From an optimization exercise on the open Yosys and OpenROAD flow, aimed at small area, a short achievable clock period and few clock cycles; shortcuts taken in it are not production practice. RTL that was checked went through simulation tests only; none was proved equivalent to the original. Function not checked in run 1: the RTL went through the layout flow alone. Power and IR drop assume default switching activity.

**flow/run.sh**
```bash
#!/bin/bash
set -euo pipefail
bash standard.sh SETUP_SLACK_MARGIN=6.5 finish > standard.log 2>&1
```
**standard.sh**
```bash
#!/bin/bash
# synth_recipe.tcl (not shown) runs the flow's synth.tcl, then flattens the netlist and writes it again
# the make line also repeats each setting of config.mk as NAME=value (left out here)
make -C /OpenROAD-flow-scripts/flow DESIGN_CONFIG=/design/flow/config.mk WORK_HOME=/design/flow/orfs CLKGATE_MAP_FILE= SYNTH_SCRIPT=/design/flow/synth_recipe.tcl "${@:-finish}"
```
**config.mk**
```make
export PLATFORM = sky130hd
export DESIGN_NAME = p18240_core
export DESIGN_NICKNAME = p18240_core
export VERILOG_FILES = /design/flow/design.v
export SDC_FILE = /design/flow/constraint.sdc
export NUM_CORES = 4
export LEC_CHECK = 0
export ABC_CLOCK_PERIOD_IN_PS = 4000
export CAP_MARGIN = 20
export CORE_MARGIN = 2
export CORE_UTILIZATION = 40
export PLACE_DENSITY = 0.6
export SLEW_MARGIN = 20
```
**constraint.sdc**
```tcl
create_clock -name core_clock -period 10.0 [get_ports {clock}]
set_input_delay 2.0000 -clock core_clock [delete_from_list [all_inputs] [get_ports {clock}]]
set_output_delay 2.0000 -clock core_clock [all_outputs]
set_load 0.01 [all_outputs]
```
**design.v**
```verilog
module p18240_core (
  input  logic        clock,
  input  logic        reset_L,
  output logic [15:0] mem_addr,
  output logic [15:0] mem_wdata,
  output logic        mem_re,
  output logic        mem_we,
  input  logic [15:0] mem_rdata,
  output logic        halted);
  function automatic logic [16:0] add16(input logic [15:0] a, input logic [15:0] b,
                                        input logic ci);
    logic [16:0] g, p, gn, pn;
    g[0] = ci;
    p[0] = 1'b0;
    for (int i = 0; i < 16; i++) begin
      g[i+1] = a[i] & b[i];
      p[i+1] = a[i] ^ b[i];
    end
    for (int d = 1; d < 17; d = d * 2) begin
      gn = g;
      pn = p;
      for (int j = d; j < 17; j++) begin
        gn[j] = g[j] | (p[j] & g[j-d]);
        pn[j] = p[j] & p[j-d];
      end
      g = gn;
      p = pn;
    end
    for (int i = 0; i < 16; i++)
      add16[i] = a[i] ^ b[i] ^ g[i];
    add16[16] = g[16];
  endfunction
  logic        st_f, st_fw, st_e1, st_e2, st_a;    
  logic        halt_q;
  logic [15:0] pc, pc_n, sp, sp_n, t, t_n;
  logic [3:0]  cc;                           
  logic [2:0]  off;                          
  logic        tog, tog_n;                   
  logic [2:0]  k, k_n;                       
  logic        pend, pend_n;                 
  logic        swreq, aligned, swap, rbk;
  logic        fetch, taken;
  typedef struct packed {
    logic [7:0] a, b;        
    logic [2:0] ai;          
    logic one;               
    logic br;                
    logic imm;               
    logic spimm;             
    logic addsp, ldr, str, push, pop, rtn, rtnw, jsr, jsrw, stop, ldsp;
    logic to_fw;             
    logic to_e2;             
    logic e2rd;              
    logic e2we;              
    logic wd_ra;             
    logic [2:0] cond;        
    logic wr_a;              
    logic wr_t;              
    logic cc_e1, cc_fw;      
    logic xinv, yen, yinv, cin;
    logic r_sum, r_and, r_or, r_xor, r_sl, r_sr, r_fill, r_movb, r_sp;
    logic c_add, c_sub, c_inc, c_dec;  
  } ctrl_t;
  ctrl_t c, dec;
  always_comb begin
    logic [9:0] o;
    o = mem_rdata[15:6];
    dec = '0;
    dec.a[{mem_rdata[5] ^ tog_n, mem_rdata[4:3]}] = 1'b1;
    dec.ai = {mem_rdata[5] ^ tog_n, mem_rdata[4:3]};
    dec.b[{mem_rdata[2] ^ tog_n, mem_rdata[1:0]}] = 1'b1;
    case (o)
      10'h010: begin dec.imm = 1; dec.to_e2 = 1; dec.e2rd = 1;                  
                     dec.wr_t = 1; dec.cc_fw = 1; dec.r_movb = 1; end
      10'h018: begin dec.imm = 1; dec.to_e2 = 1; dec.e2we = 1; end              
      10'h020: begin dec.ldr = 1; dec.to_fw = 1;                                
                     dec.wr_t = 1; dec.cc_fw = 1; dec.r_movb = 1; end
      10'h028: begin dec.str = 1; end                                           
      10'h030: begin dec.imm = 1; dec.to_fw = 1;                                
                     dec.wr_t = 1; dec.cc_fw = 1; dec.r_movb = 1; end
      10'h038: begin dec.one = 1; dec.wr_a = 1; dec.cc_e1 = 1; dec.yen = 1;     
                     dec.r_sum = 1; dec.c_add = 1; end
      10'h03C: begin dec.addsp = 1; end                                         
      10'h040: begin dec.one = 1; dec.wr_a = 1; dec.cc_e1 = 1; dec.yen = 1;     
                     dec.yinv = 1; dec.cin = 1; dec.r_sum = 1; dec.c_sub = 1; end
      10'h048: begin dec.one = 1; dec.wr_a = 1; dec.xinv = 1; dec.cin = 1;      
                     dec.r_sum = 1; end
      10'h050: begin dec.one = 1; dec.wr_a = 1; dec.cc_e1 = 1; dec.cin = 1;     
                     dec.r_sum = 1; dec.c_inc = 1; end
      10'h058: begin dec.one = 1; dec.wr_a = 1; dec.cc_e1 = 1; dec.yinv = 1;    
                     dec.r_sum = 1; dec.c_dec = 1; end
      10'h060: begin dec.one = 1; dec.wr_a = 1; dec.cc_e1 = 1; dec.xinv = 1;    
                     dec.r_sum = 1; end
      10'h068: begin dec.one = 1; dec.wr_a = 1; dec.cc_e1 = 1; dec.r_and = 1; end  
      10'h070: begin dec.one = 1; dec.wr_a = 1; dec.cc_e1 = 1; dec.r_or = 1; end   
      10'h078: begin dec.one = 1; dec.wr_a = 1; dec.cc_e1 = 1; dec.r_xor = 1; end  
      10'h080: begin dec.one = 1; dec.wr_a = 1; dec.cc_e1 = 1; dec.r_sl = 1; end   
      10'h088: begin dec.one = 1; dec.wr_a = 1; dec.cc_e1 = 1; dec.r_sl = 1;       
                     dec.r_fill = 1; end
      10'h090: begin dec.one = 1; dec.wr_a = 1; dec.cc_e1 = 1; dec.r_sr = 1; end   
      10'h098: begin dec.one = 1; dec.wr_a = 1; dec.cc_e1 = 1; dec.r_sr = 1;       
                     dec.r_fill = 1; end
      10'h0A0: begin dec.one = 1; dec.br = 1; dec.cond = 3'd0; end
      10'h0A8: begin dec.one = 1; dec.br = 1; dec.cond = 3'd1; end
      10'h0B0: begin dec.one = 1; dec.br = 1; dec.cond = 3'd3; end
      10'h0B8: begin dec.one = 1; dec.br = 1; dec.cond = 3'd4; end
      10'h120: begin dec.one = 1; dec.br = 1; dec.cond = 3'd2; end
      10'h0C6: begin dec.one = 1; dec.br = 1; dec.cond = 3'd5; end
      10'h0C0: begin dec.stop = 1; end
      10'h0C4: begin dec.jsr = 1; dec.jsrw = 1; dec.to_e2 = 1; end              
      10'h0C5: begin dec.rtn = 1; dec.rtnw = 1; end                             
      10'h0C8: begin dec.push = 1; dec.wd_ra = 1; end                           
      10'h0D0: begin dec.pop = 1; dec.to_fw = 1; dec.wr_t = 1; dec.r_movb = 1; end  
      10'h0D8: begin dec.jsr = 1; dec.to_e2 = 1; end                            
      10'h0E0: begin dec.rtn = 1; end                                           
      10'h0E8: begin dec.one = 1; dec.wr_a = 1; dec.r_movb = 1; end             
      10'h0F0: begin dec.one = 1; dec.ldsp = 1; end                             
      10'h0F8: begin dec.one = 1; dec.wr_a = 1; dec.r_sp = 1; end               
      10'h100: begin dec.spimm = 1; dec.to_e2 = 1; dec.e2rd = 1;                
                     dec.wr_t = 1; dec.r_movb = 1; end
      10'h108: begin dec.spimm = 1; dec.to_e2 = 1; dec.e2we = 1;                
                     dec.wd_ra = 1; end
      10'h110: begin dec.imm = 1; dec.to_fw = 1; dec.cc_fw = 1; dec.yen = 1;    
                     dec.yinv = 1; dec.cin = 1; dec.r_sum = 1; dec.c_sub = 1; end
      10'h118: begin dec.one = 1; dec.cc_e1 = 1; dec.yen = 1; dec.yinv = 1;     
                     dec.cin = 1; dec.r_sum = 1; dec.c_sub = 1; end
      default: begin dec.one = 1; end                                           
    endcase
  end
  always_ff @(posedge clock)
    if (fetch) c <= dec;
  logic [15:0] w [0:7];                      
  logic [7:0]  wv;
  logic [63:0] sg [0:5];                     
  logic [3:0]  sv [0:5];
  logic [15:0] ra, rb, res;
  logic [7:0]  asel, bsel;
  logic        rf_we;
  logic [7:0] wv_n, asel_n, bsel_n;
  always_comb begin
    for (int i = 0; i < 8; i++) begin
      if (swap && rbk == i[2])
        wv_n[i] = sv[0][i[1:0]];
      else if (rf_we && c.ai == i[2:0])
        wv_n[i] = 1'b1;
      else
        wv_n[i] = wv[i];
    end
    if (fetch) begin
      asel_n = dec.a & wv_n;
      bsel_n = dec.b & wv_n;
    end else begin
      asel_n = asel;
      bsel_n = (st_e1 & c.to_fw) | (st_e2 & c.e2rd) ? 8'h00 : bsel;
    end
  end
  always_ff @(posedge clock) begin
    asel <= asel_n;
    bsel <= bsel_n;
  end
  always_comb begin
    ra = 16'h0000;
    rb = t & {16{st_fw}};
    for (int i = 0; i < 8; i++) begin
      ra = ra | (w[i] & {16{asel[i]}});
      rb = rb | (w[i] & {16{bsel[i]}});
    end
  end
  assign swreq   = pend | (st_e1 & (c.jsrw | c.rtnw));
  assign aligned = c.jsrw ? (k == 3'd0) : (k == 3'd1);
  assign swap    = swreq & aligned;
  assign rbk     = c.jsrw ? tog : ~tog;      
  assign tog_n   = tog ^ swap;
  assign pend_n  = swreq & ~swap;
  always_comb
    if (swap)           k_n = c.jsrw ? 3'd0 : 3'd5;
    else if (k == 3'd0) k_n = 3'd5;
    else                k_n = k - 3'd1;
  always_ff @(posedge clock) begin
    for (int i = 0; i < 5; i++) sg[i] <= sg[i+1];
    sg[5] <= swap ? {w[{rbk, 2'd3}], w[{rbk, 2'd2}], w[{rbk, 2'd1}], w[{rbk, 2'd0}]} : sg[0];
    for (int i = 0; i < 8; i++) begin
      if (swap && rbk == i[2])
        w[i] <= sg[0][16*i[1:0] +: 16];
      else if (rf_we && c.ai == i[2:0])
        w[i] <= res;
    end
  end
  always_ff @(posedge clock or negedge reset_L)
    if (~reset_L) begin
      for (int i = 0; i < 6; i++) sv[i] <= 4'h0;
      wv <= 8'h00;
    end else begin
      for (int i = 0; i < 5; i++) sv[i] <= sv[i+1];
      sv[5] <= swap ? wv[{rbk, 2'b00} +: 4] : sv[0];
      wv <= wv_n;
    end
  logic [15:0] x, y, sum, lres;
  logic        cout, zsum, zres, alu_c, alu_v;
  assign x = ra ^ {16{c.xinv}};
  assign y = (rb & {16{c.yen}}) ^ {16{c.yinv}};
  assign {cout, sum} = add16(x, y, c.cin);
  always_comb begin
    zsum = ((x[0] ^ y[0]) == c.cin);
    for (int i = 1; i < 16; i++)
      zsum = zsum & ((x[i] ^ y[i]) == (x[i-1] | y[i-1]));
  end
  always_comb begin
    lres = ({16{c.r_and}}  & (ra & rb))
         | ({16{c.r_or}}   & (ra | rb))
         | ({16{c.r_xor}}  & (ra ^ rb))
         | ({16{c.r_sl}}   & {ra[14:0], c.r_fill & ra[15]})
         | ({16{c.r_sr}}   & {c.r_fill & ra[15], ra[15:1]})
         | ({16{c.r_movb}} & rb)
         | ({16{c.r_sp}}   & sp);
  end
  assign res  = c.r_sum ? sum : lres;
  assign zres = c.r_sum ? zsum : (lres == 16'h0000);
  always_comb begin
    alu_c = (c.c_add & cout) | (c.c_inc & cout) | (c.c_dec & ~cout) |
            (c.c_sub & (~cout | zsum)) |
            (c.r_sl & ra[15]) | (c.r_sr & ra[0]);
    alu_v = ((c.c_add | c.c_sub) & (x[15] == y[15]) & (sum[15] != x[15])) |
            (c.c_inc & ra[15] & ~sum[15]) |
            (c.c_dec & ~ra[15] & sum[15]);
  end
  logic [15:0] pc_inc, pc_inc2, sp_pm, sp_imm;
  assign pc_inc  = pc + 16'd1;
  assign pc_inc2 = pc + 16'd2;
  assign sp_pm   = sp + ((c.push | c.jsr) ? 16'hFFFF : 16'h0001);   
  assign sp_imm  = add16(sp, mem_rdata, 1'b0);
  always_comb
    case (c.cond)
      3'd0:    taken = 1'b1;
      3'd1:    taken = cc[3];
      3'd2:    taken = cc[2];
      3'd3:    taken = cc[1];
      3'd4:    taken = cc[0];
      default: taken = off[2] & off[1];
    endcase
  logic btaken, skip;
  assign btaken = c.br & taken;
  assign skip   = st_e1 & c.br;              
  assign fetch  = st_fw | (st_f & (~pend | aligned)) | (st_e1 & c.one & ~btaken);
  logic [15:0] ma, wd;
  logic        fwd_b, hazard;
  assign fwd_b  = st_fw & c.wr_t & ({mem_rdata[2] ^ tog_n, mem_rdata[1:0]} == c.ai);
  assign hazard = fetch & (dec.str | dec.push | (dec.ldr & ~fwd_b));
  assign mem_we = (st_e1 & (c.str | c.push | c.jsr)) | (st_e2 & c.e2we);
  assign mem_re = ~mem_we & ~(st_e1 & c.stop) & ~(st_f & pend & ~aligned) & ~st_a;
  always_comb
    mem_addr = ({16{st_f | st_fw | (st_e1 & (c.one & ~c.br | c.imm | c.spimm | c.addsp | btaken))
                    | (st_e2 & c.jsr)}} & pc)
             | ({16{st_e1 & c.br & ~taken}}        & pc_inc)
             | ({16{st_e1 & (c.str | c.ldr)}}      & ma)
             | ({16{st_e1 & (c.pop | c.rtn)}}      & sp)
             | ({16{st_e1 & (c.push | c.jsr)}}     & sp_pm)
             | ({16{st_e2 & ~c.jsr}}               & t);
  assign mem_wdata = wd;
  always_ff @(posedge clock) begin
    if (fetch & dec.ldr & fwd_b)       ma <= t;
    else if (st_a)                     ma <= c.ldr ? rb : ra;
    if (fetch & dec.jsr)               wd <= pc_n + 16'd1;        
    else if (st_a)                     wd <= c.str ? rb : ra;     
    else if (st_e1 & c.e2we)           wd <= c.wd_ra ? ra : rb;   
  end
  assign rf_we = (st_e1 & c.wr_a) | (st_fw & c.wr_t);
  always_comb begin
    if (fetch)
      pc_n = skip ? pc_inc2 : pc_inc;
    else if (st_e1 & (c.imm | c.spimm | c.addsp))
      pc_n = pc_inc;
    else if ((st_e1 & (c.rtn | btaken)) | (st_e2 & c.jsr))
      pc_n = mem_rdata;
    else
      pc_n = pc;
    if (st_e1 & c.addsp)               sp_n = sp_imm;
    else if (st_e1 & (c.pop | c.rtn))  sp_n = sp_pm;
    else if (st_e1 & (c.push | c.jsr)) sp_n = sp_pm;
    else if (st_e1 & c.ldsp)           sp_n = ra;
    else                               sp_n = sp;
    if (st_e1 & c.spimm)               t_n = sp_imm;
    else if ((st_e1 & (c.imm | c.ldr | c.pop)) | (st_e2 & c.e2rd))
                                       t_n = mem_rdata;
    else                               t_n = t;
  end
  assign halted = halt_q;
  always_ff @(posedge clock or negedge reset_L)
    if (~reset_L) begin
      st_f   <= 1'b1;
      st_fw  <= 1'b0;
      st_e1  <= 1'b0;
      st_e2  <= 1'b0;
      st_a   <= 1'b0;
      halt_q <= 1'b0;
      pc     <= 16'h0000;
      sp     <= 16'h0000;
      cc     <= 4'h0;
      off    <= 3'd0;
      tog    <= 1'b0;
      k      <= 3'd0;
      pend   <= 1'b0;
    end else begin
      st_e1  <= (fetch & ~hazard) | (st_e1 & c.stop) | st_a;
      st_a   <= hazard;
      st_fw  <= (st_e1 & c.to_fw) | (st_e2 & c.e2rd);
      st_e2  <= st_e1 & c.to_e2;
      st_f   <= (st_e1 & (c.addsp | c.str | c.push | c.rtn | btaken)) |
                (st_e2 & ~c.e2rd) | (st_f & ~fetch);
      halt_q <= halt_q | (st_e1 & c.stop);
      pc     <= pc_n;
      sp     <= sp_n;
      if ((st_e1 & c.cc_e1) | (st_fw & c.cc_fw))
        cc   <= {zres, alu_c, res[15], alu_v};
      if (st_e1 & c.jsrw) off <= off + 3'd1;
      if (st_e1 & c.rtnw) off <= off - 3'd1;
      tog    <= tog_n;
      k      <= k_n;
      pend   <= pend_n;
    end
  always_ff @(posedge clock)
    t <= t_n;
endmodule
```
==> impl_results.rst, run 1 <==
.. list-table::
   :header-rows: 1

   * - Metric
     - Value
   * - Result of the run
     - no timing/DRC/antenna violations
   * - Hold path start
     - sg[3][4]$_DFF_P_
   * - Buffers & Inverters on Critical Path
     - 2
   * - Path class of the lowest-slack min-delay path
     - reg -> reg
   * - Arr. time, crit path
     - about 3.3 ns
   * - Number of unique standard cell types used by synthesis
     - 94
   * - Count of endpoints failing hold in the final timing report
     - 0
   * - Overall die width
     - roughly 280 um
   * - Actual slew at the worst max-slew pin
     - 1.21 ns
   * - Peak clock frequency supported by timing
     - 190 MHz
   * - Top-level port count
     - between 50 and 60
   * - Final period util
     - 52.7%
   * - GRT Resource Usage Total
     - between 20% and 30%
   * - Final HPWL from detailed placement
     - 73.3 mm
   * - PwrDens
     - 438 mW/mm^2
   * - Dominant cell type by area after synthesis
     - dfxtp_1
   * - Flip-flop and latch count after synthesis
     - 705
   * - Relative slew slack
     - 19.2%
   * - Gate count after technology mapping
     - between 2000 and 3000
   * - Critical path startpoint category
     - flip-flop
   * - Unrepaired setup endpoints after global routing
     - yes
   * - Number of sinks driven by the clock tree
     - 705
   * - Most frequent cells after synthesis
     - 384 x dfxtp_1, 326 x nand2_1, 239 x edfxtp_1
   * - Cell with the most instances after synthesis
     - dfxtp_1
   * - Core outline area
     - 0.0757 mm^2
   * - Worst stage delay on the critical path
     - ~0.44 ns
   * - Post-detailed-placement cell area
     - 0.0324 mm^2
   * - Mean instance size in the synthesized netlist
     - 10.5 um^2
   * - Clock-pin slew on the worst setup and hold paths
     - 0.06 ns
   * - Leading cell types by total area after synthesis
     - dfxtp_1 25%, edfxtp_1 24%, dfrtp_1 6.6%
   * - Top delay family on crit path
     - compound AO/OA/AOI/OAI gates
   * - Leakage dissipation
     - 15.6 nW
   * - Path type of the worst setup path
     - reg -> out
   * - Number of antenna violations at the first check in global routing
     - 3
   * - Detail Route Antenna Nets
     - 0
   * - Number of buffers created by CTS
     - 76
   * - Aggregate routed wire length
     - 110 mm
   * - Shortest period the worst path allows
     - 5.27 ns
   * - Synth top area share
     - 25.2%
   * - Number of pins with negative max-slew slack in the final report
     - 0
   * - Chip Height
     - 280 um
   * - Critical Path Sink Type
     - output port
   * - Setup TNS
     - 0 ns
   * - Wire length of the first global-routing pass
     - approximately 160 mm
   * - Final design instance area without fill
     - just under 0.04 mm^2
   * - Seq/Total Area, Yosys
     - 55.5%
   * - Largest voltage drop on the vdd net
     - 0.000191 V
   * - Reg-to-Reg End
     - w[2][14]$_DFFE_PP_
   * - Quantity of hold-fixing buffers added after cts
     - 0
   * - Maximum Capacitance Violations
     - 0
   * - Register-to-register path setup slack
     - 5.75 ns
   * - Cell depth of the worst flop-to-flop path
     - 20
   * - Summed instance area of the synthesized netlist
     - 0.0305 mm^2
   * - Total number of yosys warnings
     - 4
   * - Critical path required time
     - 8.00 ns
   * - Critical register-to-register path startpoint
     - st_fw$_DFF_PN0_
   * - Vias
     - roughly 25000
   * - Clock tree from TritonCTS
     - done
   * - Final setup fails
     - 0
   * - Max clock buf depth
     - 3
   * - Standard cell with the maximum stage delay on the critical path
     - edfxtp_1
   * - Total overflow reported by the global router
     - 0
   * - Placement-stage worst setup slack
     - 4.74 ns
   * - First-pass DRT Iterations
     - 8
   * - Most used flip-flop cell after synthesis
     - dfxtp_1
   * - Via count of the first global-routing pass
     - 24200
   * - GP Congestion
     - 1.00
   * - DR iter-0 viols
     - ~3300
   * - Synth Net Count
     - 3023
   * - Crit path cell chain
     - nor2_4 -> inv_6 -> ha_4 -> o21a_1 -> o21a_1 -> and3_4 -> a21oi_2 -> a211o_1 -> o21ai_2 -> and2_4 -> o2111a_1 -> a211o_1 -> buf_2
   * - Routed via count divided by cell count
     - 6.05
   * - Worst Slack Setup Final
     - around 4.7 ns
   * - Port buffer count
     - between 50 and 60
   * - Initial cell density of the core
     - 40.3%
   * - Clock Skew
     - roughly 0.025 ns
   * - Number of instances on the worst hold path
     - 0
   * - Final standard cell count with taps included and fillers excluded
     - between 4000 and 5000
   * - Logic depth of the worst setup path including buffers
     - 13
   * - CTS root buffer
     - clkbuf_16
   * - Critical-path maximum fanout
     - 8
   * - Post-synth ARST share
     - 11.6%
   * - Synth-to-Final Area Change
     - 27.2%
   * - DRC violation count after routing
     - 0
   * - Number of cell rows
     - 101
   * - Number of enable-type register cells in the synthesized netlist
     - 239
   * - Hold Crit Endpoint
     - sg[2][4]$_DFF_P_
   * - Maximum level of the CTS H-tree
     - 3
   * - Number of diodes
     - 0
   * - Clock insertion delay at the later pin of the skew report
     - between 0.6 and 0.7 ns
   * - Maximum number of pins on one net before global-route repair
     - 87
   * - Layout cells sized above 1
     - 25.3%
   * - Instance count after placement with tap cells included
     - 3796
   * - Final net count
     - roughly 3200
   * - Post-detailed-route wirelength per cell
     - 26.5 um
   * - Area of the die
     - 0.0784 mm^2
-- state kept, by name (all words and copies together) (netlist names), 3 cells and up --
signal,flops
asel,8
bsel,8
c,47
cc,4
k,3
ma,16
off,3
pc,16
sg,384
sp,16
sv,24
t,16
w,128
wd,16
wv,8
-- per-stage QoR --
stage	util, %	hold WS [ns]	total power [mW]
after detailed placement	42.8	0.312	11.8
after floorplan	-	0.310	9.21
after CTS	49.4	0.317	16.0
final	51.2	0.318	17.0
after global placement	42.8	0.310	11.7
after global routing	51.2	0.325	17.7
-- cell usage in the layout, fill, tap and decap left out, types with 16 or more instances in the layout --
cell         n
xor2_1      48
o21ai_1     23
a22oi_1    121
nor2_2      20
a222oi_1    30
xnor2_2     23
ha_1        77
a21oi_2     25
buf_2       18
nand2_2     24
nand4_1     37
dfrtp_1     75
a21o_1      28
a21oi_1     77
o21ai_2     23
o211ai_1    33
and3_1      18
buf_6       48
dfxtp_1    384
edfxtp_1   239
nand3_1     44
buf_4      197
o21a_1      64
o21ai_0    148
ha_4        21
nand2_1    293
nor2_1     169
clkbuf_16   83
nor3_1      36
xnor2_1     31
mux2i_1     82
o21ai_4     17
nand2b_1    16
inv_1       97
-- worst max-delay path by stage --
stage | start | endpoint | slack, ns
5_1_grt | c[36]$_DFFE_PN_ | mem_addr[15] | 4.63
6_report | c[36]$_DFFE_PN_ | mem_addr[15] | 4.73
2_1_floorplan | c[32]$_DFFE_PN_ | mem_addr[15] | 5.54
3_3_place_gp | mem_rdata[1] | t[14]$_DFFE_PP_ | 4.76
4_1_cts | c[32]$_DFFE_PN_ | mem_addr[15] | 4.78
3_5_place_dp | mem_rdata[1] | t[14]$_DFFE_PP_ | 4.74
-- kinds of logic (layout without fill, tap and decap cells) --
| kind of cell | Yosys count | count (layout) | synth area share, % |
|---|---|---|---|
| simple gates | 807 | 809 | 12.1 |
| fa+ha+maj | 109 | 109 | 4.56 |
| mux | 100 | 100 | 3.33 |
| flops | 705 | 705 | 55.5 |
| xor+xnor | 115 | 115 | 3.30 |
| buf+inv | 278 | 554 | 3.53 |
| compound gates | 783 | 784 | 17.7 |
-- where the power goes --
part / total, mW / internal, mW / switching (mW)
clock: 2.88 / 1.66 / 1.23
sequential: 5.15 / 4.30 / 0.849
combinational: 8.94 / 3.68 / 5.26
-- routing by layer --
metal | global-route usage (%) | wire length [um] | vias to the layer above
li1 | - | - | 11000
met3 | 5.90 | 10600 | 365
met5 | 0 | 35 | -
met4 | 11.9 | 5680 | 6
met2 | 42.7 | 48900 | 1440
met1 | 36.6 | 44700 | 12300
-- final cells by class --
cell class	instances	area (um^2)
Timing Repair Buffer	307	2740
Inverter	104	427
Sequential cell	705	16900
Timing Repair inverter	1	11.3
Fill cell	6656	36900
Clock buffer	102	2230
Clock inverter	40	398
Tap cell	978	1220
Multi-Input combinational cell	1917	14800
-- what timing repair did --
action / CTS / global route
setup endpoints to repair: 294 / 213
gates cloned: 5 / 1
gates resized for setup: 445 / 183
pin swaps: 133 / 131
buffers inserted: 138 / 72
==> inputs of run 2 (changes only) <==
--- a/design.v
+++ b/design.v
@@ -32,3 +32,3 @@
   endfunction
-  logic        st_f, st_fw, st_e1, st_e2, st_a;    
+  logic        st_f, st_fw, st_e1, st_e2;    
   logic        halt_q;
@@ -226,6 +226,7 @@
   end
-  logic [15:0] pc_inc, pc_inc2, sp_pm, sp_imm;
+  logic [15:0] pc_inc, pc_inc2, sp_inc, sp_dec, sp_imm;
   assign pc_inc  = pc + 16'd1;
   assign pc_inc2 = pc + 16'd2;
-  assign sp_pm   = sp + ((c.push | c.jsr) ? 16'hFFFF : 16'h0001);   
+  assign sp_inc  = sp + 16'd1;
+  assign sp_dec  = sp - 16'd1;
   assign sp_imm  = add16(sp, mem_rdata, 1'b0);
@@ -244,23 +245,34 @@
   assign fetch  = st_fw | (st_f & (~pend | aligned)) | (st_e1 & c.one & ~btaken);
-  logic [15:0] ma, wd;
-  logic        fwd_b, hazard;
-  assign fwd_b  = st_fw & c.wr_t & ({mem_rdata[2] ^ tog_n, mem_rdata[1:0]} == c.ai);
-  assign hazard = fetch & (dec.str | dec.push | (dec.ldr & ~fwd_b));
   assign mem_we = (st_e1 & (c.str | c.push | c.jsr)) | (st_e2 & c.e2we);
-  assign mem_re = ~mem_we & ~(st_e1 & c.stop) & ~(st_f & pend & ~aligned) & ~st_a;
-  always_comb
-    mem_addr = ({16{st_f | st_fw | (st_e1 & (c.one & ~c.br | c.imm | c.spimm | c.addsp | btaken))
-                    | (st_e2 & c.jsr)}} & pc)
-             | ({16{st_e1 & c.br & ~taken}}        & pc_inc)
-             | ({16{st_e1 & (c.str | c.ldr)}}      & ma)
-             | ({16{st_e1 & (c.pop | c.rtn)}}      & sp)
-             | ({16{st_e1 & (c.push | c.jsr)}}     & sp_pm)
-             | ({16{st_e2 & ~c.jsr}}               & t);
-  assign mem_wdata = wd;
-  always_ff @(posedge clock) begin
-    if (fetch & dec.ldr & fwd_b)       ma <= t;
-    else if (st_a)                     ma <= c.ldr ? rb : ra;
-    if (fetch & dec.jsr)               wd <= pc_n + 16'd1;        
-    else if (st_a)                     wd <= c.str ? rb : ra;     
-    else if (st_e1 & c.e2we)           wd <= c.wd_ra ? ra : rb;   
+  assign mem_re = ~mem_we & ~(st_e1 & c.stop) & ~(st_f & pend & ~aligned);
+  logic as_pc, as_br, as_ra, as_rb, as_sp, as_spd, as_t;
+  always_ff @(posedge clock or negedge reset_L)
+    if (~reset_L)
+      {as_pc, as_br, as_ra, as_rb, as_sp, as_spd, as_t} <= 7'b1000000;
+    else if (fetch) begin
+      as_pc  <= ~(dec.br | dec.str | dec.ldr | dec.pop | dec.rtn | dec.push | dec.jsr);
+      as_br  <= dec.br;
+      as_ra  <= dec.str;
+      as_rb  <= dec.ldr;
+      as_sp  <= dec.pop | dec.rtn;
+      as_spd <= dec.push | dec.jsr;
+      as_t   <= 1'b0;
+    end else begin
+      as_pc  <= ~(st_e1 & c.to_e2 & ~c.jsr);
+      as_br  <= 1'b0;
+      as_ra  <= 1'b0;
+      as_rb  <= 1'b0;
+      as_sp  <= 1'b0;
+      as_spd <= 1'b0;
+      as_t   <= st_e1 & c.to_e2 & ~c.jsr;    
+    end
+  always_comb begin
+    mem_addr = ({16{as_pc | (as_br & taken)}} & pc)
+             | ({16{as_br & ~taken}}          & pc_inc)
+             | ({16{as_ra}}                   & ra)
+             | ({16{as_rb}}                   & rb)
+             | ({16{as_sp}}                   & sp)
+             | ({16{as_spd}}                  & sp_dec)
+             | ({16{as_t}}                    & t);
+    mem_wdata = c.wd_ra ? ra : (c.jsr ? pc_inc : rb);
   end
@@ -277,4 +289,4 @@
     if (st_e1 & c.addsp)               sp_n = sp_imm;
-    else if (st_e1 & (c.pop | c.rtn))  sp_n = sp_pm;
-    else if (st_e1 & (c.push | c.jsr)) sp_n = sp_pm;
+    else if (st_e1 & (c.pop | c.rtn))  sp_n = sp_inc;
+    else if (st_e1 & (c.push | c.jsr)) sp_n = sp_dec;
     else if (st_e1 & c.ldsp)           sp_n = ra;
@@ -293,3 +305,2 @@
       st_e2  <= 1'b0;
-      st_a   <= 1'b0;
       halt_q <= 1'b0;
@@ -303,4 +314,3 @@
     end else begin
-      st_e1  <= (fetch & ~hazard) | (st_e1 & c.stop) | st_a;
-      st_a   <= hazard;
+      st_e1  <= fetch | (st_e1 & c.stop);
       st_fw  <= (st_e1 & c.to_fw) | (st_e2 & c.e2rd);
==> flow/run.sh (replaced) <==
#!/bin/bash
set -euo pipefail
bash standard.sh SETUP_SLACK_MARGIN=5.7 finish > standard.log 2>&1
==> run 2 against run 1 <==
Net effect:
- critical endpoint unchanged
- power shrank 67%
- via count shrank 5.7%
- synthesized cell count shrank 4.0%
- still clean
- largest power group is now registers
- largest cell class unchanged
==> impl_results.rst, run 2 <==
.. list-table::
   :header-rows: 1

   * - Metric
     - Value
   * - Overall die width
     - 273 um (-2.7%)
   * - Clock tree from TritonCTS
     - done
   * - First-pass DRT Iterations
     - 8 (unchanged)
   * - Setup TNS
     - 0 ns (unchanged)
   * - End-of-flow core utilization
     - 49.0% (-2.2 points)
   * - Result of the run
     - no timing/DRC/antenna violations
   * - Wire length of the first global-routing pass
     - 152 mm (-5.1%)
   * - Clock-pin slew on the worst setup and hold paths
     - 0.06 ns (about the same)
   * - Maximum Capacitance Violations
     - 0 (unchanged)
   * - Leakage dissipation
     - 14.4 nW (-7.8%)
   * - Synth top area share
     - 26.6% (+1.4 points)
   * - Commonest non-fill, non-tap cell in the layout
     - dfxtp_1
   * - Post-detailed-route wirelength per cell
     - 26.3 um (-0.72%)
   * - Area of the die
     - 0.0743 mm^2 (-5.3%)
   * - Final HPWL from detailed placement
     - 68.8 mm (-6.2%)
   * - Total number of yosys warnings
     - 4 (unchanged)
   * - Register ranked first by flip-flop count
     - sg
   * - Flip-flop and latch count after synthesis
     - 679 (-3.7%)
   * - DRC violation count after routing
     - 0 (unchanged)
   * - Top delay family on crit path
     - compound AO/OA/AOI/OAI gates
   * - Final setup fails
     - 0 (unchanged)
   * - Mean instance size in the synthesized netlist
     - 10.4 um^2 (-1.4%)
   * - Chip Height
     - 273 um (-2.7%)
   * - Seq/Total Area, Yosys
     - 55.8% (+0.32 points)
   * - Number of enable-type register cells in the synthesized netlist
     - 207 (-13%)
   * - Synth Net Count
     - 2894 (-4.3%)
   * - Gate count after technology mapping
     - 2782 (-4.0%)
   * - Initial cell density of the core
     - 40.4% (+0.097 points)
   * - Buffers & Inverters on Critical Path
     - 2 (unchanged)
   * - Synth-to-Final Area Change
     - 21.5%
   * - Number of sinks driven by the clock tree
     - 679 (-3.7%)
   * - Placement-stage worst setup slack
     - 4.62 ns (-0.115 ns)
   * - Peak clock frequency supported by timing
     - 203 MHz (+7.1%)
   * - Core outline area
     - 0.0715 mm^2 (-5.6%)
   * - Final period util
     - 49.2% (-3.5 points)
   * - Crit path cell chain
     - a22o_1 -> or4_4 -> buf_8 -> a222oi_1 -> o211ai_1 -> a21oi_2 -> o21ai_2 -> buf_2
   * - Most used flip-flop cell after synthesis
     - dfxtp_1
   * - Layout cells sized above 1
     - 19.1% (-6.2 points)
   * - Worst stage delay on the critical path
     - 0.59 ns (+0.15 ns)
   * - Port buffer count
     - 52 (unchanged)
   * - Number of cell rows
     - 98 (-3.0%)
   * - Dominant cell type by area after synthesis
     - dfxtp_1
   * - Shortest period the worst path allows
     - 4.92 ns (-0.351 ns)
   * - Clock Skew
     - 0.0539 ns (+0.0284 ns)
   * - Number of buffers created by CTS
     - 73 (-3.9%)
   * - Critical path startpoint category
     - flip-flop
   * - Critical path required time
     - 8.00 ns (about the same)
   * - Summed instance area of the synthesized netlist
     - 0.0289 mm^2 (-5.3%)
   * - GRT Resource Usage Total
     - 27.4% (+0.081 points)
   * - Number of pins with negative max-slew slack in the final report
     - 0 (unchanged)
   * - GP Congestion
     - 0.937 (-6.5%)
   * - Maximum number of pins on one net before global-route repair
     - 87 (unchanged)
   * - Relative slew slack
     - 26.5% (+7.2 points)
   * - Aggregate routed wire length
     - 103 mm (-5.9%)
   * - Largest voltage drop on the vdd net
     - 0.000158 V (-17%)
   * - Actual slew at the worst max-slew pin
     - 1.10 ns (-0.104 ns)
   * - Maximum level of the CTS H-tree
     - 3 (unchanged)
   * - Post-synth ARST share
     - 13.0% (+1.3 points)
   * - Routed via count divided by cell count
     - 6.01 (-0.56%)
   * - Final net count
     - 3044 (-6.0%)
   * - Count of endpoints failing hold in the final timing report
     - 0 (unchanged)
   * - Standard cell with the maximum stage delay on the critical path
     - or4_4
   * - Worst Slack Setup Final
     - 5.08 ns (+0.351 ns)
   * - Quantity of hold-fixing buffers added after cts
     - 0 (unchanged)
   * - Unrepaired setup endpoints after global routing
     - yes
   * - Leading cell types by total area after synthesis
     - dfxtp_1 27%, edfxtp_1 22%, dfrtp_1 7.5%
   * - Number of antenna violations at the first check in global routing
     - 0 (-3)
   * - Most frequent cells after synthesis
     - 384 x dfxtp_1, 315 x nand2_1, 225 x nor2_1
   * - Via count of the first global-routing pass
     - 23000 (-5.0%)
   * - Number of unique standard cell types used by synthesis
     - 81 (-14%)
   * - DR iter-0 viols
     - 3272 (-1.3%)
   * - Critical-path maximum fanout
     - 3 (-5)
   * - Max clock buf depth
     - 3 (unchanged)
   * - Leading registers by flop count
     - sg (384), w (128), c (47)
   * - Total overflow reported by the global router
     - 0 (unchanged)
   * - Critical Path Sink Type
     - output port
   * - CTS root buffer
     - clkbuf_16
   * - Arr. time, crit path
     - 2.92 ns (-0.35 ns)
   * - Leading cell types in the layout, fill and taps excluded
     - 384 x dfxtp_1, 307 x nand2_1, 215 x nor2_1
   * - Top-level port count
     - 53 (unchanged)
   * - Vias
     - 23700 (-5.7%)
   * - Path class of the lowest-slack min-delay path
     - reg -> reg
   * - Detail Route Antenna Nets
     - 0 (unchanged)
   * - Clock insertion delay at the later pin of the skew report
     - 0.64 ns (about the same)
   * - Cell with the most instances after synthesis
     - dfxtp_1
   * - PwrDens
     - 159 mW/mm^2 (-64%)
   * - Path type of the worst setup path
     - reg -> out
   * - Max reg flops
     - 384 (unchanged)
==> run 2: cell count changes after synthesis, sizes merged, moves of 13 or more <==
cell    delta
edfxtp    -32
a221oi    +20
a21oi     -30
ha        -13
o211ai    -18
nor2      +24
nand3     +30
a221o     -13
a22oi     -20
a22o      +28
o21ai     -24
==> run 2: what timing repair did <==
action,CTS,global route
resized for setup,369,107
setup endpoints to repair,137,136
setup buffers,150,20
pin swaps,77,55
==> run 2: per-layer routing <==
metal  track usage, %  share of wire (%)  wire length [um]  up-vias
li1                 -                  -                 -    10400
met1             36.1                 40             41800    11600
met2             42.4                 44             45400     1370
met3             6.49                9.6              9910      355
met4             13.6                6.1              6310        0
met5                0                  0                 0        -
==> run 2: per-stage QoR <==
stage          power [mW]  hold slack, ns  std cells  instance area [um^2]
2_1_floorplan        2.93           0.310       2782                 28900
3_3_place_gp         2.98           0.310       3635                 30200
3_5_place_dp         2.98           0.312       3635                 30200
4_1_cts              5.61           0.314       3916                 34500
5_1_grt              5.73           0.323       3938                 35100
6_report             5.57           0.317       3939                 35100
==> run 2: cell families after synthesis <==
family / share of synthesized area [%]
and+or+nand+nor: 12.9
buffers and inverters: 3.73
muxes: 3.05
AOI/OAI and AO/OA: 16.9
xor gates and xnor gates: 3.46
DFF: 55.8
adders and majority gates: 4.19
==> run 2: final timing paths <==
path	from	endpoint	slack, ns	cells after the start
worst max-delay path	asel[3]$_DFFE_PN_	mem_addr[15]	5.08	8
worst min-delay path	sg[4][43]$_DFF_P_	sg[3][43]$_DFF_P_	0.32	0
worst max register to register	bsel[5]$_SDFFCE_PP0P_	w[4][14]$_DFFE_PP_	5.79	18
worst min register to register	sg[4][43]$_DFF_P_	sg[3][43]$_DFF_P_	0.32	0
max in group asynchronous	reset_L	sp[5]$_DFFE_PN0P_	7.40	2
min in group asynchronous	reset_L	pc[3]$_DFFE_PN0P_	1.28	1
==> run 2: final cells by class <==
| class | instances | area (um^2) |
|---|---|---|
| inverters | 101 | 388 |
| clock inverters | 31 | 325 |
| multi-input cells | 1821 | 12700 |
| flip-flops and latches | 679 | 16100 |
| clock buffers | 100 | 2040 |
| repair buffers | 256 | 2250 |
| well taps | 950 | 1190 |
| diodes | 1 | 2.50 |
| fillers | 6434 | 36400 |
==> run 2: where the power goes <==
part           leakage, nW  switching [mW]  internal (mW)
Combinational         7.33          0.0627         0.0296
Sequential            5.94        0.000899           2.83
Clock                 1.16            1.14           1.51
Total                 14.4            1.20           4.37
Testbench counts of run 2, summed over its fixed seeds: cycles 26,823.
==> inputs of run 3 (changes only) <==
==> flow/run.sh (replaced) <==
#!/bin/bash
set -euo pipefail
bash standard.sh SETUP_SLACK_MARGIN=5.8 finish > standard.log 2>&1
--- a/config.mk
+++ b/config.mk
@@ -7,3 +7,3 @@
 export LEC_CHECK = 0
-export ABC_CLOCK_PERIOD_IN_PS = 4000
+export ABC_CLOCK_PERIOD_IN_PS = 2500
 export CAP_MARGIN = 20
==> run 3 against run 2 <==
Net effect:
- critical path depth grew 2
- cell count grew 0.58%
- sequential cell count is the same
- first-iteration DRC count shrank 13%
- via count shrank 0.19%
- final area grew 2.3%
- die area is the same
- synthesized area is the same
- global-route usage grew 0.22 points
- synthesized cell count is the same
- hold slack lost 0.023 ns
- sequential power is essentially flat
- critical path type unchanged
==> impl_results.rst, run 3 <==
.. list-table::
   :header-rows: 1

   * - Metric
     - Value
   * - Most frequent cell on the critical path
     - buf_6
   * - Quantity of hold-fixing buffers added after cts
     - 0 (unchanged)
   * - Post-detailed-placement cell area
     - 0.0302 mm^2 (about the same)
   * - Mean instance size in the synthesized netlist
     - 10.4 um^2 (unchanged)
   * - Initial cell density of the core
     - 40.4% (unchanged)
   * - Internal power component
     - 4.64 mW (+6.2%)
   * - Arr. time, crit path
     - 2.94 ns (+0.02 ns)
   * - Clock tree from TritonCTS
     - done
   * - Worst stage delay on the critical path
     - 0.47 ns (-0.12 ns)
   * - Port buffer count
     - 52 (unchanged)
   * - Portion of total power attributed to combinational logic
     - 1.6% (about the same)
   * - Number of cell rows
     - 98 (unchanged)
   * - Post-detailed-route wirelength per cell
     - 26.6 um (+1.2%)
   * - Unrepaired setup endpoints after global routing
     - yes
   * - Aggregate routed wire length
     - 105 mm (+1.7%)
   * - Via count of the first global-routing pass
     - 23000 (-0.057%)
   * - Post-synth ARST share
     - 13.0% (unchanged)
   * - Instance count after placement with tap cells included
     - 3639 (+0.11%)
   * - Final design instance area without fill
     - 0.0359 mm^2 (+2.3%)
   * - Path class of the lowest-slack min-delay path
     - reg -> reg
   * - Shortest period the worst path allows
     - 4.94 ns (+0.0202 ns)
   * - Register ranked first by flip-flop count
     - sg
   * - Number of unique standard cell types used by synthesis
     - 81 (unchanged)
   * - Synth top area share
     - 26.6% (unchanged)
   * - Leading cell types by total area after synthesis
     - dfxtp_1 27%, edfxtp_1 22%, dfrtp_1 7.5%
   * - Count of endpoints failing hold in the final timing report
     - 0 (unchanged)
   * - Vias
     - 23600 (-0.19%)
   * - Clock Skew
     - 0.0520 ns (-0.00192 ns)
   * - Core outline area
     - 0.0715 mm^2 (unchanged)
   * - Max reg flops
     - 384 (unchanged)
   * - Buffers & Inverters on Critical Path
     - 4 (+2)
   * - Critical path required time
     - 8.00 ns (about the same)
   * - Critical-path maximum fanout
     - 11 (+8)
   * - GP Congestion
     - 0.953 (+1.7%)
   * - Most used flip-flop cell after synthesis
     - dfxtp_1
   * - Commonest non-fill, non-tap cell in the layout
     - dfxtp_1
   * - Overall Power
     - 5.88 mW (+5.6%)
   * - Final setup fails
     - 0 (unchanged)
   * - Dominant cell type by area after synthesis
     - dfxtp_1
   * - Chip Height
     - 273 um (unchanged)
   * - Final period util
     - 49.4% (+0.20 points)
   * - Result of the run
     - no timing/DRC/antenna violations
   * - DRC violation count after routing
     - 0 (unchanged)
   * - Switch share
     - 21.1% (-0.47 points)
   * - Leading cell types in the layout, fill and taps excluded
     - 384 x dfxtp_1, 305 x nand2_1, 208 x nor2_1
   * - Area of the die
     - 0.0743 mm^2 (unchanged)
   * - Detail Route Antenna Nets
     - 0 (unchanged)
   * - Total number of yosys warnings
     - 4 (unchanged)
   * - GRT Resource Usage Total
     - 27.7% (+0.22 points)
   * - Final HPWL from detailed placement
     - 68.5 mm (-0.38%)
   * - Actual slew at the worst max-slew pin
     - 1.20 ns (+0.100 ns)
   * - Final net count
     - 3064 (+0.66%)
   * - Relative slew slack
     - 19.8% (-6.7 points)
   * - Number of pins with negative max-slew slack in the final report
     - 0 (unchanged)
   * - Top delay family on crit path
     - compound AO/OA/AOI/OAI gates
   * - Clock-pin slew on the worst setup and hold paths
     - 0.06 ns (about the same)
   * - Leading registers by flop count
     - sg (384), w (128), c (47)
   * - Number of enable-type register cells in the synthesized netlist
     - 207 (unchanged)
   * - Clock insertion delay at the later pin of the skew report
     - 0.64 ns (about the same)
   * - First-pass DRT Iterations
     - 6 (-2)
   * - Maximum number of pins on one net before global-route repair
     - 95 (+9.2%)
   * - Path type of the worst setup path
     - reg -> out
   * - Net switching power
     - 1.24 mW (+3.3%)
   * - Seq/Total Area, Yosys
     - 55.8% (unchanged)
   * - Number of antenna violations at the first check in global routing
     - 2 (+2)
   * - Largest voltage drop on the vdd net
     - 0.000172 V (+9.0%)
   * - Leakage dissipation
     - 14.8 nW (+2.5%)
   * - Critical path startpoint category
     - flip-flop
   * - Fraction of power consumed by sequential logic
     - 48.1% (-2.7 points)
   * - Flip-flop and latch count after synthesis
     - 679 (unchanged)
   * - PwrDens
     - 164 mW/mm^2 (+3.2%)
   * - Synth-to-Final Area Change
     - 24.3%
   * - CTS root buffer
     - clkbuf_16
   * - Maximum level of the CTS H-tree
     - 3 (unchanged)
   * - End-of-flow core utilization
     - 50.2% (+1.1 points)
   * - Setup TNS
     - 0 ns (unchanged)
   * - Total overflow reported by the global router
     - 0 (unchanged)
   * - Peak clock frequency supported by timing
     - 202 MHz (-0.41%)
   * - Final standard cell count with taps included and fillers excluded
     - 3962 (+0.58%)
   * - Overall die width
     - 273 um (unchanged)
   * - Gate count after technology mapping
     - 2782 (unchanged)
   * - Number of sinks driven by the clock tree
     - 679 (unchanged)
   * - Part of the total power dissipated in the clock network
     - 50.3% (+2.7 points)
   * - Layout cells sized above 1
     - 21.6% (+2.5 points)
   * - Most frequent cells after synthesis
     - 384 x dfxtp_1, 315 x nand2_1, 225 x nor2_1
   * - Cell with the most instances after synthesis
     - dfxtp_1
   * - DR iter-0 viols
     - 2862 (-13%)
   * - Standard cell with the maximum stage delay on the critical path
     - edfxtp_1
   * - Summed instance area of the synthesized netlist
     - 0.0289 mm^2 (unchanged)
   * - Synth Net Count
     - 2894 (unchanged)
   * - Number of buffers created by CTS
     - 73 (unchanged)
   * - Crit path cell chain
     - buf_6 -> buf_12 -> a22oi_2 -> nand4_1 -> buf_6 -> a222oi_1 -> nand2_1 -> a21oi_2 -> o311ai_2 -> buf_2
   * - Number of fill cells
     - 6294 (-2.2%)
   * - Wire length of the first global-routing pass
     - 153 mm (+0.23%)
   * - Critical Path Sink Type
     - output port
   * - Top-level port count
     - 53 (unchanged)
   * - Max clock buf depth
     - 3 (unchanged)
   * - Maximum Capacitance Violations
     - 0 (unchanged)
   * - Routed via count divided by cell count
     - 5.97 (-0.77%)
[run 3: cell counts after synthesis]
Identical to the previous run, type by type.
[run 3: stage by stage]
step | setup WS (ns) | hold WS [ns]
2_1_floorplan | 5.81 | 0.310
3_3_place_gp | 4.64 | 0.310
3_5_place_dp | 4.50 | 0.312
4_1_cts | 5.12 | 0.295
5_1_grt | 4.98 | 0.299
6_report | 5.06 | 0.294
[run 3: power by group through the flow]
| stage | sequential, mW | combinational [mW] | clock, mW |
|---|---|---|---|
| 5_1_grt | 2.83 | 0.0994 | 3.12 |
| 4_1_cts | 2.83 | 0.0900 | 3.00 |
| 2_1_floorplan | 2.89 | 0.0485 | 0 |
| 6_report | 2.83 | 0.0929 | 2.96 |
| 3_5_place_dp | 2.89 | 0.0890 | 0 |
| 3_3_place_gp | 2.89 | 0.0885 | 0 |
[run 3: final cells by class]
class / instances / area (um^2) / share of cell area [%]
multi-input combinational: 1821 / 13000 / 36.2
timing repair buffer: 276 / 2460 / 6.87
clock buffer: 104 / 2290 / 6.38
inverter: 101 / 389 / 1.08
clock inverter: 30 / 417 / 1.16
tap: 950 / 1190 / 3.31
antenna: 1 / 2.50 / 0.00698
sequential: 679 / 16100 / 45.0
[run 3: repair_timing]
| item | CTS | global route |
|---|---|---|
| buffers inserted | 148 | 39 |
| pin swaps | 74 | 97 |
| setup endpoints to repair | 174 | 138 |
| resized for setup | 390 | 180 |
[run 3: kinds of logic after synthesis]
family / count (synthesis) / synth area share [%]
simple gates: 824 / 12.9
compound gates: 701 / 16.9
flops: 679 / 55.8
buf+inv: 282 / 3.73
xor+xnor: 114 / 3.46
fa+ha+maj: 95 / 4.19
mux: 87 / 3.05
[run 3: final timing paths]
kind                                       startpoint                end  cells past startpoint  slack [ns]
worst max register to register  bsel[2]$_SDFFCE_PP0P_  w[7][9]$_DFFE_PP_                     19        5.65
worst min register to register      sg[1][30]$_DFF_P_  sg[0][30]$_DFF_P_                      0        0.29
worst min-delay path                sg[1][30]$_DFF_P_  sg[0][30]$_DFF_P_                      0        0.29
max in group asynchronous                     reset_L  sp[9]$_DFFE_PN0P_                      2        7.44
min in group asynchronous                     reset_L    as_br$_DFF_PN0_                      1        1.39
worst max-delay path                asel[5]$_DFFE_PN_        mem_addr[3]                     10        5.06
[run 3: routing by layer]
layer | up-vias | part of all wire, % | GRT usage, %
met5 | - | 0.012 | 0
met4 | 2 | 6.4 | 15.0
met3 | 372 | 9.5 | 6.34
met2 | 1376 | 45 | 43.1
met1 | 11500 | 40 | 35.7
li1 | 10400 | - | -
[run 3: worst reg2reg max path: stages, from the launching register on]
cell,delay [ns]
edfxtp_1,0.39
buf_8,0.16
buf_6,0.12
buf_6,0.11
a222oi_1,0.35
nand3_2,0.11
buf_6,0.16
buf_4,0.18
nand2_1,0.09
xor2_1,0.31
inv_1,0.08
ha_1,0.30
nor2_4,0.16
a21oi_4,0.09
o211a_1,0.24
o21a_1,0.20
o21a_1,0.19
or3_4,0.37
a311oi_4,0.39
nor2_1,0.09
==> inputs of run 4 (changes only) <==
==> run.sh (new file) <==
#!/bin/bash
# synth_recipe.tcl (not shown) runs the flow's synth.tcl, then flattens the netlist and writes it again
# the make line also repeats each setting of config.mk as NAME=value (left out here)
make -C /OpenROAD-flow-scripts/flow DESIGN_CONFIG=/design/flow/config.mk WORK_HOME=/design/flow/orfs CLKGATE_MAP_FILE= SYNTH_SCRIPT=/design/flow/synth_recipe.tcl finish
--- a/config.mk
+++ b/config.mk
@@ -12,2 +12,3 @@
 export PLACE_DENSITY = 0.6
+export SETUP_SLACK_MARGIN = 5
 export SLEW_MARGIN = 20
removed: flow/run.sh
removed: standard.sh
==> run 4 against run 3 <==
Net effect:
- sequential power is essentially flat
- synthesized area is the same
- largest cell class unchanged
- first-iteration DRC count grew 11%
- wire length shrank 4.3%
==> impl_results.rst, run 4 <==
.. list-table::
   :header-rows: 1

   * - Metric
     - Value
   * - GRT Resource Usage Total
     - 26.8% (-0.91 points)
   * - Synth-to-Final Area Change
     - 17.4%
   * - Mean instance size in the synthesized netlist
     - 10.4 um^2 (unchanged)
   * - Overall Power
     - 5.57 mW (-5.3%)
   * - Total number of yosys warnings
     - 4 (unchanged)
   * - Commonest non-fill, non-tap cell in the layout
     - dfxtp_1
   * - Routed via count divided by cell count
     - 6.00 (+0.62%)
   * - Number of antenna violations at the first check in global routing
     - 2 (unchanged)
   * - Number of pins with negative max-slew slack in the final report
     - 0 (unchanged)
   * - Result of the run
     - no timing/DRC/antenna violations
   * - Final net count
     - 2993 (-2.3%)
   * - Relative slew slack
     - 20.4% (+0.61 points)
   * - Clock tree from TritonCTS
     - done
   * - Critical-path maximum fanout
     - 9 (-2)
   * - Summed instance area of the synthesized netlist
     - 0.0289 mm^2 (unchanged)
   * - Path type of the worst setup path
     - reg -> out
   * - Number of enable-type register cells in the synthesized netlist
     - 207 (unchanged)
   * - Overall die width
     - 273 um (unchanged)
   * - Flip-flop and latch count after synthesis
     - 679 (unchanged)
   * - Final design instance area without fill
     - 0.0339 mm^2 (-5.6%)
   * - Post-synth ARST share
     - 13.0% (unchanged)
   * - Clock-pin slew on the worst setup and hold paths
     - 0.06 ns (about the same)
   * - Number of sinks driven by the clock tree
     - 679 (unchanged)
   * - Switch share
     - 21.6% (+0.47 points)
   * - Cell with the most instances after synthesis
     - dfxtp_1
   * - Gate count after technology mapping
     - 2782 (unchanged)
   * - Aggregate routed wire length
     - 101 mm (-4.3%)
   * - Internal power component
     - 4.37 mW (-5.8%)
   * - Part of the total power dissipated in the clock network
     - 47.6% (-2.7 points)
   * - Clock Skew
     - 0.0546 ns (+0.00266 ns)
   * - Chip Height
     - 273 um (unchanged)
   * - Worst Slack Setup Final
     - 4.94 ns (-0.116 ns)
   * - Leakage dissipation
     - 14.1 nW (-4.8%)
   * - Seq/Total Area, Yosys
     - 55.8% (unchanged)
   * - Number of cell rows
     - 98 (unchanged)
   * - Unrepaired setup endpoints after global routing
     - yes
   * - Total overflow reported by the global router
     - 0 (unchanged)
   * - Final period util
     - 50.6% (+1.2 points)
   * - Via count of the first global-routing pass
     - 22500 (-2.1%)
   * - Actual slew at the worst max-slew pin
     - 1.18 ns (-0.0217 ns)
   * - Peak clock frequency supported by timing
     - 198 MHz (-2.3%)
   * - Register ranked first by flip-flop count
     - sg
   * - Fraction of power consumed by sequential logic
     - 50.8% (+2.7 points)
   * - Path class of the lowest-slack min-delay path
     - reg -> reg
   * - DR iter-0 viols
     - 3181 (+11%)
   * - Critical Path Sink Type
     - output port
   * - Final hold slack
     - 0.315 ns (+0.0207 ns)
   * - Wire length of the first global-routing pass
     - 148 mm (-2.7%)
   * - Largest voltage drop on the vdd net
     - 0.000157 V (-8.5%)
   * - Most used flip-flop cell after synthesis
     - dfxtp_1
   * - Dominant cell type by area after synthesis
     - dfxtp_1
   * - Synth top area share
     - 26.6% (unchanged)
   * - Placement-stage worst setup slack
     - 4.62 ns (+0.126 ns)
   * - Max reg flops
     - 384 (unchanged)
   * - Number of fill cells
     - 6541 (+3.9%)
   * - Arr. time, crit path
     - 3.06 ns (+0.12 ns)
   * - Leading registers by flop count
     - sg (384), w (128), c (47)
   * - Final setup fails
     - 0 (unchanged)
   * - Port buffer count
     - 52 (unchanged)
   * - Clock insertion delay at the later pin of the skew report
     - 0.64 ns (about the same)
   * - First-pass DRT Iterations
     - 7 (+1)
   * - Maximum number of pins on one net before global-route repair
     - 87 (-8.4%)
   * - Core outline area
     - 0.0715 mm^2 (unchanged)
   * - Critical path startpoint category
     - flip-flop
   * - Setup TNS
     - 0 ns (unchanged)
   * - Maximum level of the CTS H-tree
     - 3 (unchanged)
   * - Post-detailed-placement cell area
     - 0.0302 mm^2 (about the same)
   * - Detail Route Antenna Nets
     - 0 (unchanged)
   * - Synth Net Count
     - 2894 (unchanged)
   * - Total area of sequential cells
     - 0.0161 mm^2 (about the same)
   * - Most frequent cells after synthesis
     - 384 x dfxtp_1, 315 x nand2_1, 225 x nor2_1
   * - Max clock buf depth
     - 3 (unchanged)
   * - Number of buffers created by CTS
     - 73 (unchanged)
   * - Multi-input gate area in the final layout
     - 0.0121 mm^2 (-6.8%)
   * - Leading cell types in the layout, fill and taps excluded
     - 384 x dfxtp_1, 313 x nand2_1, 223 x nor2_1
   * - Maximum Capacitance Violations
     - 0 (unchanged)
   * - Top-level port count
     - 53 (unchanged)
   * - Area of the die
     - 0.0743 mm^2 (unchanged)
   * - Net switching power
     - 1.20 mW (-3.2%)
   * - Number of unique standard cell types used by synthesis
     - 81 (unchanged)
   * - Vias
     - 23300 (-1.3%)
   * - Count of endpoints failing hold in the final timing report
     - 0 (unchanged)
   * - Final HPWL from detailed placement
     - 68.8 mm (+0.38%)
   * - Critical path required time
     - 8.00 ns (about the same)
   * - Initial cell density of the core
     - 40.4% (unchanged)
   * - Portion of total power attributed to combinational logic
     - 1.6% (about the same)
   * - GP Congestion
     - 0.937 (-1.7%)
   * - CTS root buffer
     - clkbuf_16
   * - Shortest period the worst path allows
     - 5.06 ns (+0.116 ns)
   * - Layout cells sized above 1
     - 13.0% (-8.6 points)
   * - Leading cell types by total area after synthesis
     - dfxtp_1 27%, edfxtp_1 22%, dfrtp_1 7.5%
   * - PwrDens
     - 164 mW/mm^2 (+0.33%)
   * - Post-detailed-route wirelength per cell
     - 25.9 um (-2.4%)
   * - DRC violation count after routing
     - 0 (unchanged)
run 4: cell counts after synthesis:
Identical to the previous run, type by type.
run 4: power by group through the flow:
| stage | clock network, mW | registers, mW | logic (mW) |
|---|---|---|---|
| floorplan | 0 | 2.89 | 0.0484 |
| global placement | 0 | 2.89 | 0.0888 |
| detailed placement | 0 | 2.89 | 0.0892 |
| CTS | 2.69 | 2.83 | 0.0895 |
| global route | 2.81 | 2.83 | 0.0989 |
| finish | 2.65 | 2.83 | 0.0911 |
run 4: through the flow:
stage          cells  util, %
6_report        3888     47.4
5_1_grt         3887     47.4
4_1_cts         3856     46.9
3_5_place_dp    3635     42.3
3_3_place_gp    3635     42.3
2_1_floorplan   2782        -
run 4: repair_timing:
| action | 4_1_cts | 5_1_grt |
|---|---|---|
| resized for setup | 105 | 33 |
| setup buffers | 90 | 30 |
| pin swaps | 26 | 27 |
| hold buffers | 0 | 0 |
| setup endpoints to repair | 40 | 40 |
run 4: metal layers:
| layer | vias to the layer above | global-route usage (%) | part of all wire (%) | routed length (um) |
|---|---|---|---|---|
| met5 | - | 0 | 0.011 | 11 |
| met4 | 2 | 12.7 | 5.3 | 5360 |
| met3 | 332 | 5.57 | 9.3 | 9380 |
| met2 | 1343 | 41.3 | 44 | 44600 |
| met1 | 11400 | 35.9 | 41 | 41400 |
| li1 | 10200 | - | - | - |
run 4: worst paths after layout:
kind                              startpoint            endpoint  slack (ns)  depth (start not counted)
hold / removal             sg[4][43]$_DFF_P_   sg[3][43]$_DFF_P_        0.31                          0
hold reg to reg            sg[4][43]$_DFF_P_   sg[3][43]$_DFF_P_        0.31                          0
setup reg to reg           asel[2]$_DFFE_PN_  w[5][11]$_DFFE_PP_        5.16                         16
setup / recovery           asel[2]$_DFFE_PN_        mem_addr[10]        4.94                          9
min in group asynchronous            reset_L   pc[3]$_DFFE_PN0P_        1.28                          1
max in group asynchronous            reset_L   sp[5]$_DFFE_PN0P_        7.42                          2
run 4: worst max-delay path, cell delays in order (launching register included):
cell and delay (ns):
edfxtp_1 0.40, buf_4 0.18, buf_4 0.18, a22oi_1 0.19
nand4_1 0.19, buf_6 0.20, a222oi_1 0.27, o211ai_1 0.15
a221o_1 0.34, dlygate4sd2_1 0.31
run 4: logic make-up (layout without fill, tap and decap cells):
family          after synthesis  count (layout)  synth area share [%]
xor+xnor                    114             114                  3.46
buf+inv                     282             437                  3.73
simple gates                824             824                  12.9
mux                          87              87                  3.05
fa+ha+maj                    95              95                  4.19
other cells                   0               1                     0
compound gates              701             701                  16.9
flops                       679             679                  55.8
run 4: cell type report:
| class | instances | area share (%) |
|---|---|---|
| timing repair buffer | 205 | 5.02 |
| inverter | 101 | 1.12 |
| antenna | 1 | 0.00739 |
| clock inverter | 31 | 0.960 |
| sequential | 679 | 47.6 |
| multi-input combinational | 1821 | 35.7 |
| tap | 950 | 3.51 |
| clock buffer | 100 | 6.03 |
==> inputs of run 5 (changes only) <==
--- a/config.mk
+++ b/config.mk
@@ -7,3 +7,2 @@
 export LEC_CHECK = 0
-export ABC_CLOCK_PERIOD_IN_PS = 2500
 export CAP_MARGIN = 20
@@ -11,2 +10,4 @@
 export CORE_UTILIZATION = 40
+export CTS_CLUSTER_DIAMETER = 45
+export CTS_CLUSTER_SIZE = 24
 export PLACE_DENSITY = 0.6
==> run 5 against run 4 <==
Net effect:
- still clean
- register-to-register slack worse by 0.04 ns
- die area did not move
- sequential cell count unchanged
- global-route usage is essentially flat
- fmax up 0.41%
- sequential power about the same
- synthesized cell count is the same
- highest routed layer unchanged
==> impl_results.rst, run 5 <==
.. list-table::
   :header-rows: 1

   * - Metric
     - Value
   * - Result of the run
     - no timing/DRC/antenna violations
   * - Number of cell rows
     - 98 (unchanged)
   * - Register ranked first by flip-flop count
     - sg
   * - Largest voltage drop on the vdd net
     - 0.000166 V (+5.3%)
   * - Cell with the most instances after synthesis
     - dfxtp_1
   * - Leading cell types by total area after synthesis
     - dfxtp_1 27%, edfxtp_1 22%, dfrtp_1 7.5%
   * - Routed via count divided by cell count
     - 6.01 (+0.12%)
   * - Setup TNS
     - 0 ns (unchanged)
   * - Overall die width
     - 273 um (unchanged)
   * - Via count of the first global-routing pass
     - 22500 (+0.018%)
   * - Peak clock frequency supported by timing
     - 199 MHz (+0.41%)
   * - Core outline area
     - 0.0715 mm^2 (unchanged)
   * - Clock-pin slew on the worst setup and hold paths
     - 0.08 ns (+0.02 ns)
   * - Maximum number of pins on one net before global-route repair
     - 87 (unchanged)
   * - Clock tree from TritonCTS
     - done
   * - Clock insertion delay at the later pin of the skew report
     - 0.65 ns (about the same)
   * - Final net count
     - 2982 (-0.37%)
   * - Number of buffers created by CTS
     - 77 (+5.5%)
   * - Synth-to-Final Area Change
     - 18.2%
   * - PwrDens
     - 172 mW/mm^2 (+4.4%)
   * - Wire length of the first global-routing pass
     - 149 mm (+0.19%)
   * - Critical-path maximum fanout
     - 6 (-3)
   * - Actual slew at the worst max-slew pin
     - 1.18 ns (+0.00105 ns)
   * - Max reg flops
     - 384 (unchanged)
   * - Number of enable-type register cells in the synthesized netlist
     - 207 (unchanged)
   * - Aggregate routed wire length
     - 101 mm (+0.29%)
   * - Top-level port count
     - 53 (unchanged)
   * - Commonest non-fill, non-tap cell in the layout
     - dfxtp_1
   * - GP Congestion
     - 0.937 (unchanged)
   * - Shortest period the worst path allows
     - 5.03 ns (-0.0206 ns)
   * - Critical Path Sink Type
     - output port
   * - Total number of yosys warnings
     - 4 (unchanged)
   * - Number of sinks driven by the clock tree
     - 679 (unchanged)
   * - Leading cell types in the layout, fill and taps excluded
     - 384 x dfxtp_1, 313 x nand2_1, 223 x nor2_1
   * - Arr. time, crit path
     - 3.03 ns (-0.03 ns)
   * - Seq/Total Area, Yosys
     - 55.8% (unchanged)
   * - Path class of the lowest-slack min-delay path
     - reg -> reg
   * - GRT Resource Usage Total
     - 26.8% (+0.028 points)
   * - Clock Skew
     - 0.0572 ns (+0.00259 ns)
   * - Synth Net Count
     - 2894 (unchanged)
   * - Mean instance size in the synthesized netlist
     - 10.4 um^2 (unchanged)
   * - Number of unique standard cell types used by synthesis
     - 81 (unchanged)
   * - Dominant cell type by area after synthesis
     - dfxtp_1
   * - Post-synth ARST share
     - 13.0% (unchanged)
   * - Initial cell density of the core
     - 40.4% (unchanged)
   * - Unrepaired setup endpoints after global routing
     - yes
   * - Post-detailed-placement cell area
     - 0.0302 mm^2 (unchanged)
   * - Leading registers by flop count
     - sg (384), w (128), c (47)
   * - Max clock buf depth
     - 3 (unchanged)
   * - Post-detailed-route wirelength per cell
     - 26.0 um (+0.42%)
   * - Final period util
     - 50.3% (-0.21 points)
   * - Synth top area share
     - 26.6% (unchanged)
   * - CTS root buffer
     - clkbuf_16
   * - Detail Route Antenna Nets
     - 0 (unchanged)
   * - Path type of the worst setup path
     - reg -> out
   * - Total overflow reported by the global router
     - 0 (unchanged)
   * - Number of diodes
     - 0 (-1)
   * - DR iter-0 viols
     - 3305 (+3.9%)
   * - Vias
     - 23300 (-0.0043%)
   * - Area of the die
     - 0.0743 mm^2 (unchanged)
   * - Chip Height
     - 273 um (unchanged)
   * - Maximum Capacitance Violations
     - 0 (unchanged)
   * - Count of endpoints failing hold in the final timing report
     - 0 (unchanged)
   * - Final setup fails
     - 0 (unchanged)
   * - DRC violation count after routing
     - 0 (unchanged)
   * - Most frequent cells after synthesis
     - 384 x dfxtp_1, 315 x nand2_1, 225 x nor2_1
   * - Number of antenna violations at the first check in global routing
     - 2 (unchanged)
   * - Gate count after technology mapping
     - 2782 (unchanged)
   * - Final design instance area without fill
     - 0.0341 mm^2 (+0.76%)
   * - Most used flip-flop cell after synthesis
     - dfxtp_1
   * - Critical path required time
     - 8.00 ns (about the same)
   * - Critical path startpoint category
     - flip-flop
   * - First-pass DRT Iterations
     - 7 (unchanged)
   * - Maximum level of the CTS H-tree
     - 3 (unchanged)
   * - Leakage dissipation
     - 14.1 nW (+0.44%)
   * - Port buffer count
     - 52 (unchanged)
   * - Layout cells sized above 1
     - 13.6% (+0.67 points)
   * - Flip-flop and latch count after synthesis
     - 679 (unchanged)
   * - Relative slew slack
     - 20.3% (-0.071 points)
   * - Number of pins with negative max-slew slack in the final report
     - 0 (unchanged)
   * - Final HPWL from detailed placement
     - 68.8 mm (unchanged)
   * - Summed instance area of the synthesized netlist
     - 0.0289 mm^2 (unchanged)
## run 5: cell counts after synthesis
Identical to the previous run, type by type.
## run 5: cells by family after synthesis
kind of cell / after synthesis / synth area share, %
muxes: 87 / 3.05
and+or+nand+nor: 824 / 12.9
xor gates and xnor gates: 114 / 3.46
adders and majority gates: 95 / 4.19
AOI/OAI and AO/OA: 701 / 16.9
buffers and inverters: 282 / 3.73
DFF: 679 / 55.8
## run 5: metal layers
metal | track usage [%] | wire [um] | up-vias
li1 | - | - | 10200
met2 | 41.5 | 44800 | 1393
met4 | 12.7 | 5760 | 2
met5 | 0 | 35 | -
met1 | 35.9 | 41200 | 11400
met3 | 5.34 | 9290 | 330
## run 5: area by class of cell
class | instances | area [um^2]
well taps | 950 | 1190
multi-input cells | 1821 | 12100
flip-flops and latches | 679 | 16100
repair buffers | 190 | 1610
clock buffers | 85 | 2000
fillers | 6484 | 37400
clock inverters | 57 | 706
inverters | 101 | 379
## run 5: critical path: stages (launching register included)
cell and delay [ns]:
edfxtp_1 0.42, buf_6 0.16, buf_4 0.14, a22oi_2 0.16, nand4_1 0.16, buf_6 0.19
a222oi_1 0.29, nand2_1 0.11, a221oi_2 0.29, o21ai_1 0.13, dlygate4sd2_1 0.31
## run 5: through the flow
step	util (%)	hold slack, ns	instances	setup WS [ns]	total power [mW]
detailed placement	42.3	0.312	3635	4.62	2.98
CTS	47.3	0.298	3863	4.91	5.90
floorplan	-	0.310	2782	5.75	2.93
global placement	42.3	0.310	3635	4.60	2.98
finish	47.7	0.293	3883	4.97	5.85
global route	47.7	0.305	3883	4.89	6.02
## run 5: final timing paths
path / from / endpoint / slack [ns] / depth (start not counted)
worst max-delay path: asel[2]$_DFFE_PN_ / mem_addr[13] / 4.97 / 10
worst min-delay path: sg[2][0]$_DFF_P_ / sg[1][0]$_DFF_P_ / 0.29 / 0
worst max register to register: st_fw$_DFF_PN0_ / w[4][11]$_DFFE_PP_ / 5.12 / 15
worst min register to register: sg[2][0]$_DFF_P_ / sg[1][0]$_DFF_P_ / 0.29 / 0
max in group asynchronous: reset_L / sp[5]$_DFFE_PN0P_ / 7.42 / 2
min in group asynchronous: reset_L / pc[3]$_DFFE_PN0P_ / 1.30 / 1
## run 5: repair_timing
action	in CTS	in global routing
gates resized for setup	103	59
endpoints found under the setup margin	40	37
endpoints found under the hold margin	0	0
setup buffers	86	18
gates cloned	0	1
hold buffers	0	0
pin swaps	31	31
## run 5: power breakdown
part	leakage (nW)	internal, mW	total [mW]	switching, mW
Sequential	5.95	2.83	2.83	0.000874
Clock	1.31	1.64	2.94	1.30
Combinational	6.88	0.0298	0.0913	0.0615

Check on run 5: ideal ports give 4.965 ns setup slack; a clkbuf_16 on the clock port and buf_2 on the inputs give 4.895 ns; moving port delays by the midpoint clock arrival (0.695 ns) as well gives 4.598 ns.
